This design comes from an exercise in tuning for small area on the open sky130 flow, not from production work. Only simulation tests tie the RTL to the original design; equivalence was not proved. Power and IR drop assume default switching activity.

==> inputs of run a <==
## copter_soc
module copter_soc (
    input  wire       clk,
    input  wire       rstn,          
    input  wire       spi_sck,
    input  wire       spi_mosi,
    input  wire       spi_cs,        
    output wire       spi_miso,
    input  wire [5:0] pwm_in,
    output wire [6:0] led,
    output wire       busy
);
function [15:0] inc16(input [15:0] x);
    integer i;
    reg c;
    begin
        c = 1'b1;
        for (i = 0; i < 16; i = i + 1) begin
            inc16[i] = x[i] ^ c;
            c = c & x[i];
        end
    end
endfunction
function [15:0] dec16(input [15:0] x);
    integer i;
    reg b;
    begin
        b = 1'b1;
        for (i = 0; i < 16; i = i + 1) begin
            dec16[i] = x[i] ^ b;
            b = b & ~x[i];
        end
    end
endfunction
reg        sck_q, sck_old_q, mosi_q, ss_q;
reg  [7:0] sh;           
reg        rx_valid;     
reg  [2:0] bit_ct;
reg  [7:0] rx_byte;
  ...
clock: 8.0 ns
lec_check: 0
cap_margin: 20
core_margin: 2
core_utilization: 75
cts_buf_list: sky130_fd_sc_hd__clkbuf_8
cts_cluster_diameter: 50
cts_cluster_size: 18
slew_margin: 20
standard.sh (not shown) runs the stock make flow with config.mk's settings and CLKGATE_MAP_FILE= SYNTH_SCRIPT=/design/flow/synth_recipe.tcl, a recipe that flattens the netlist after the stock synthesis.
==> flow/flow/run.sh <==
#!/bin/bash
# Layout flow: the standard ORFS flow (standard.sh) with two changes:
#  - clock tree synthesis without dummy loads, clustered onto clkbuf_8 leaves;
#  - input and output ports buffered with the smallest buffer.
# Each tool's output goes to a log of its own in this folder.
set -euo pipefail
export CTS_ARGS="-sink_clustering_enable -repair_clock_nets -sink_clustering_size 20 -sink_clustering_max_diameter 50 -buf_list sky130_fd_sc_hd__clkbuf_8 -dont_use_dummy_load"
export BUFFER_PORTS_ARGS="-buffer_cell sky130_fd_sc_hd__buf_1"
export RECOVER_POWER=100
bash standard.sh > orfs_make.log 2>&1
==> run b: changes against run a <==
--- a/flow/design.v
+++ b/flow/design.v
@@ -177,14 +177,17 @@
                  S_HW   = 3'd2,    
                  S_R1   = 3'd3,    
                  S_R2   = 3'd4,    
                  S_W1   = 3'd5,    
                  S_W2   = 3'd6;    
+localparam [1:0] H_ZERO = 2'd0,    
+                 H_ONES = 2'd1,    
+                 H_FAR  = 2'd2;    
 reg  [2:0]  st;
 reg  [15:0] ptr;         
 reg  [2:0]  cnt;         
-reg         hz, ho;      
+reg  [1:0]  hc;          
 reg  [5:0]  u6;          
 reg  [7:0]  alo;         
 reg  [11:0] sd;
 reg         tready;      
 reg         ack;         
@@ -198,11 +201,11 @@
 wire [7:0] in_d    = rx_byte;
 wire       out_rdy = ~fifo_full;
 wire       is_hdr = (st == S_HR) | (st == S_HW);
 wire       stb    = (st == S_R1) | (st == S_W2);
 wire       we     = (st == S_W2);
-wire       hi_zero = hz & (u6 == 6'd0);
+wire       hi_zero = (hc == H_ZERO) & (u6 == 6'd0);
 wire       sel_led = hi_zero & (alo[7:6] == 2'b00);
 wire       sel_pwm = hi_zero & (alo[7:6] == 2'b01);
 wire       sel_os  = hi_zero & alo[7];
 wire       bus_err  = stb & ~hi_zero;
 wire       bus_done = ack | bus_err;
@@ -283,10 +286,18 @@
 wire [2:0] cnt_dec = cnt_dec16[2:0];
 wire early = out_rdy | (~tv & (~ov | ~tv_int));
 wire [15:0] a_inc16 = inc16({2'd0, u6, alo});
 wire [13:0] a_inc = a_inc16[13:0];
 wire        a_cy  = &{u6, alo};
+reg  [1:0]  hc_inc;
+always @* begin
+    case (hc)
+        H_ZERO:  hc_inc = H_FAR;
+        H_ONES:  hc_inc = H_ZERO;
+        default: hc_inc = H_FAR;
+    endcase
+end
 always @(posedge clk) begin
     if (!rstn) begin
         st     <= S_IDLE;
         tready <= 1'b0;
         ack    <= 1'b0;
@@ -345,14 +356,13 @@
         S_IDLE: if (in_v & ((in_d == 8'hA1) | (in_d == 8'hA2)))
             cnt <= 3'd5;
         S_HR, S_HW: if (in_v) begin
             cnt <= cnt_dec;
             case (cnt)
-                3'd5, 3'd4: begin
-                    hz <= (in_d == 8'h00) & (cnt[0] | hz);
-                    ho <= (in_d == 8'hFF) & (cnt[0] | ho);
-                end
+                3'd5: hc <= (in_d == 8'h00) ? H_ZERO : (in_d == 8'hFF) ? H_ONES : H_FAR;
+                3'd4: hc <= (hc == H_ZERO && in_d == 8'h00) ? H_ZERO :
+                            (hc == H_ONES && in_d == 8'hFF) ? H_ONES : H_FAR;
                 3'd3: {u6, alo[7:6]} <= in_d;
                 3'd2: {alo[5:0], ptr[1:0]} <= in_d;
                 3'd1: ptr[15:8] <= in_d;
                 default: begin
                     ptr[7:0] <= in_d;
@@ -367,31 +377,29 @@
             cnt <= cnt_inc;
             ptr <= dec16(ptr);
             if (cnt[1:0] == 2'd3) begin
                 cnt <= 3'd0;
                 {u6, alo} <= a_inc;
-                if (a_cy) begin
-                    hz <= ho;
-                    ho <= 1'b0;
-                end
+                if (a_cy) hc <= hc_inc;
             end
         end
         S_W1: if (in_v) begin
-            if (lane == 2'd0)
-                sd[7:0] <= in_d;
+            case (lane)
+                2'd0: sd[7:0] <= in_d;
+                2'd1: sd[8]   <= 1'b1;
+                2'd2: sd[9]   <= 1'b1;
+                default: sd[10] <= 1'b1;
+            endcase
             cnt <= cnt_inc;
             ptr <= dec16(ptr);
             if ((cnt[1:0] == 2'd3) | (ptr == 16'd1))
                 cnt <= 3'd0;
         end
         S_W2: if (bus_done) begin
             sd <= 12'd0;
             {u6, alo} <= a_inc;
-            if (a_cy) begin
-                hz <= ho;
-                ho <= 1'b0;
-            end
+            if (a_cy) hc <= hc_inc;
         end
         default: ;
     endcase
 end
 always @(posedge clk) begin
@@ -418,43 +426,34 @@
             td <= td_int;
     end else if (out_rdy) begin
         od <= td;
     end
 end
-wire led_set  = (alo[1] == alo[0]);
-wire led_tog  = ~alo[1] & alo[0];
-wire led_clrm = alo[1] & ~alo[0];
-wire led_w0   = first & sel_led & we;
-wire led_w1   = (st == S_W1) & in_v & sel_led;
-wire led_zero = ~rstn | (sel_led & led_set &
-                ((st == S_HW) & in_v & (cnt == 3'd0) | (st == S_W1) & ~tready));
-genvar gk, gj;
-generate
-    for (gj = 0; gj < 8; gj = gj + 1) begin : g_lane0
-        wire q  = led_r[gj];
-        wire en = ~rstn | (led_w0 & (led_set | sd[gj]));
-        wire dv = rstn & (led_set ? sd[gj] : (led_tog & ~q));
-        always @(posedge clk)
-            if (en)
-                led_r[gj] <= dv;
-    end
-    for (gk = 1; gk < 4; gk = gk + 1) begin : g_lane
-        wire put = led_w1 & (lane == gk);
-        for (gj = 0; gj < 8; gj = gj + 1) begin : g_bit
-            wire q  = led_r[8*gk + gj];
-            wire en = led_zero | (put & in_d[gj]);
-            wire dv = ~led_zero & ~led_clrm & ~q;
-            always @(posedge clk)
-                if (en)
-                    led_r[8*gk + gj] <= dv;
-        end
-    end
-endgenerate
 always @(posedge clk) begin
     if (!rstn) begin
-        os_r <= 3'd0;
+        led_r <= 32'd0;
+        os_r  <= 3'd0;
     end else begin
+        if ((st == S_W1) & in_v & sel_led & (lane != 2'd0)) begin
+            case (alo[1:0])
+                2'b01:   led_r[8*lane +: 8] <= led_r[8*lane +: 8] ^ in_d;
+                2'b10:   led_r[8*lane +: 8] <= led_r[8*lane +: 8] & ~in_d;
+                default: led_r[8*lane +: 8] <= in_d;
+            endcase
+        end
+        if (first & sel_led & we) begin
+            case (alo[1:0])
+                2'b01:   led_r[7:0] <= led_r[7:0] ^ sd[7:0];
+                2'b10:   led_r[7:0] <= led_r[7:0] & ~sd[7:0];
+                default: begin
+                    led_r[7:0] <= sd[7:0];
+                    if (~sd[8])  led_r[15:8]  <= 8'd0;
+                    if (~sd[9])  led_r[23:16] <= 8'd0;
+                    if (~sd[10]) led_r[31:24] <= 8'd0;
+                end
+            endcase
+        end
         if (first & sel_os & ~we)
             os_r <= os_new;
     end
 end
 assign led  = led_r[6:0];
==> flow/flow/run.sh (replaced) <==
#!/bin/bash
# Layout flow: the standard ORFS flow (standard.sh) with two changes:
#  - clock tree synthesis without dummy loads, clustered onto clkbuf_8 leaves;
#  - input and output ports buffered with the smallest buffer.
# Each tool's output goes to a log of its own in this folder.
set -euo pipefail
export CTS_ARGS="-sink_clustering_enable -repair_clock_nets -sink_clustering_size 18 -sink_clustering_max_diameter 50 -buf_list sky130_fd_sc_hd__clkbuf_8 -dont_use_dummy_load"
export BUFFER_PORTS_ARGS="-buffer_cell sky130_fd_sc_hd__buf_1"
bash standard.sh > orfs_make.log 2>&1
==> notes <==
Of run a and run b, run a has the higher sequential power (gap 7.5%, measured against run b). In run b the first-iteration DRC count is smaller than in run a, by 5.2%. Run b completed with no timing, DRC or antenna violations. Run a finished but failed the layout checks on capacitance limit, slew limit. Worst setup slack: run b is higher than run a (0.97 ns). Routed wire length is about the same in run a and run b. Against run a, the die area of run b is larger by 2.7%. Against run a, the fmax of run b is larger by about 24%.

[afterwards: timing with drivers on the ports]
Ports are ideal in the flow. The routed layouts listed here were re-timed in OpenROAD.
Step 1 (the two cells are an assumption about what drives the block):
set clk [get_ports {clk}]
set_driving_cell -lib_cell sky130_fd_sc_hd__clkbuf_16 $clk
set_driving_cell -lib_cell sky130_fd_sc_hd__buf_2 [delete_from_list [all_inputs] $clk]
Step 2 adds t to the input delays and takes it off the output delays; t is the mean of the earliest and latest rising clock arrival at the registers after step 1. Input paths then give back, and output paths get back, about the clock's delay inside the block.
Slacks: ideal / step 1 / step 2; pairs: ideal / step 1.
run | t, ns | slack for setup (ns) | slew at the worst register clock pin (ns) | worst slew at a driven data input, ns | pins driven straight from the clock port
run a | 0.613 | 2.885 / 2.900 / 2.288 | 0.12 / 0.12 | 0.04 | 1
run b | 0.602 | 3.859 / 3.859 / 3.859 | 0.11 / 0.11 | 0.03 | 1
For run a, which loses most, drivers alone change the setup slack by +0.015 ns; drivers and shift together by -0.597 ns.
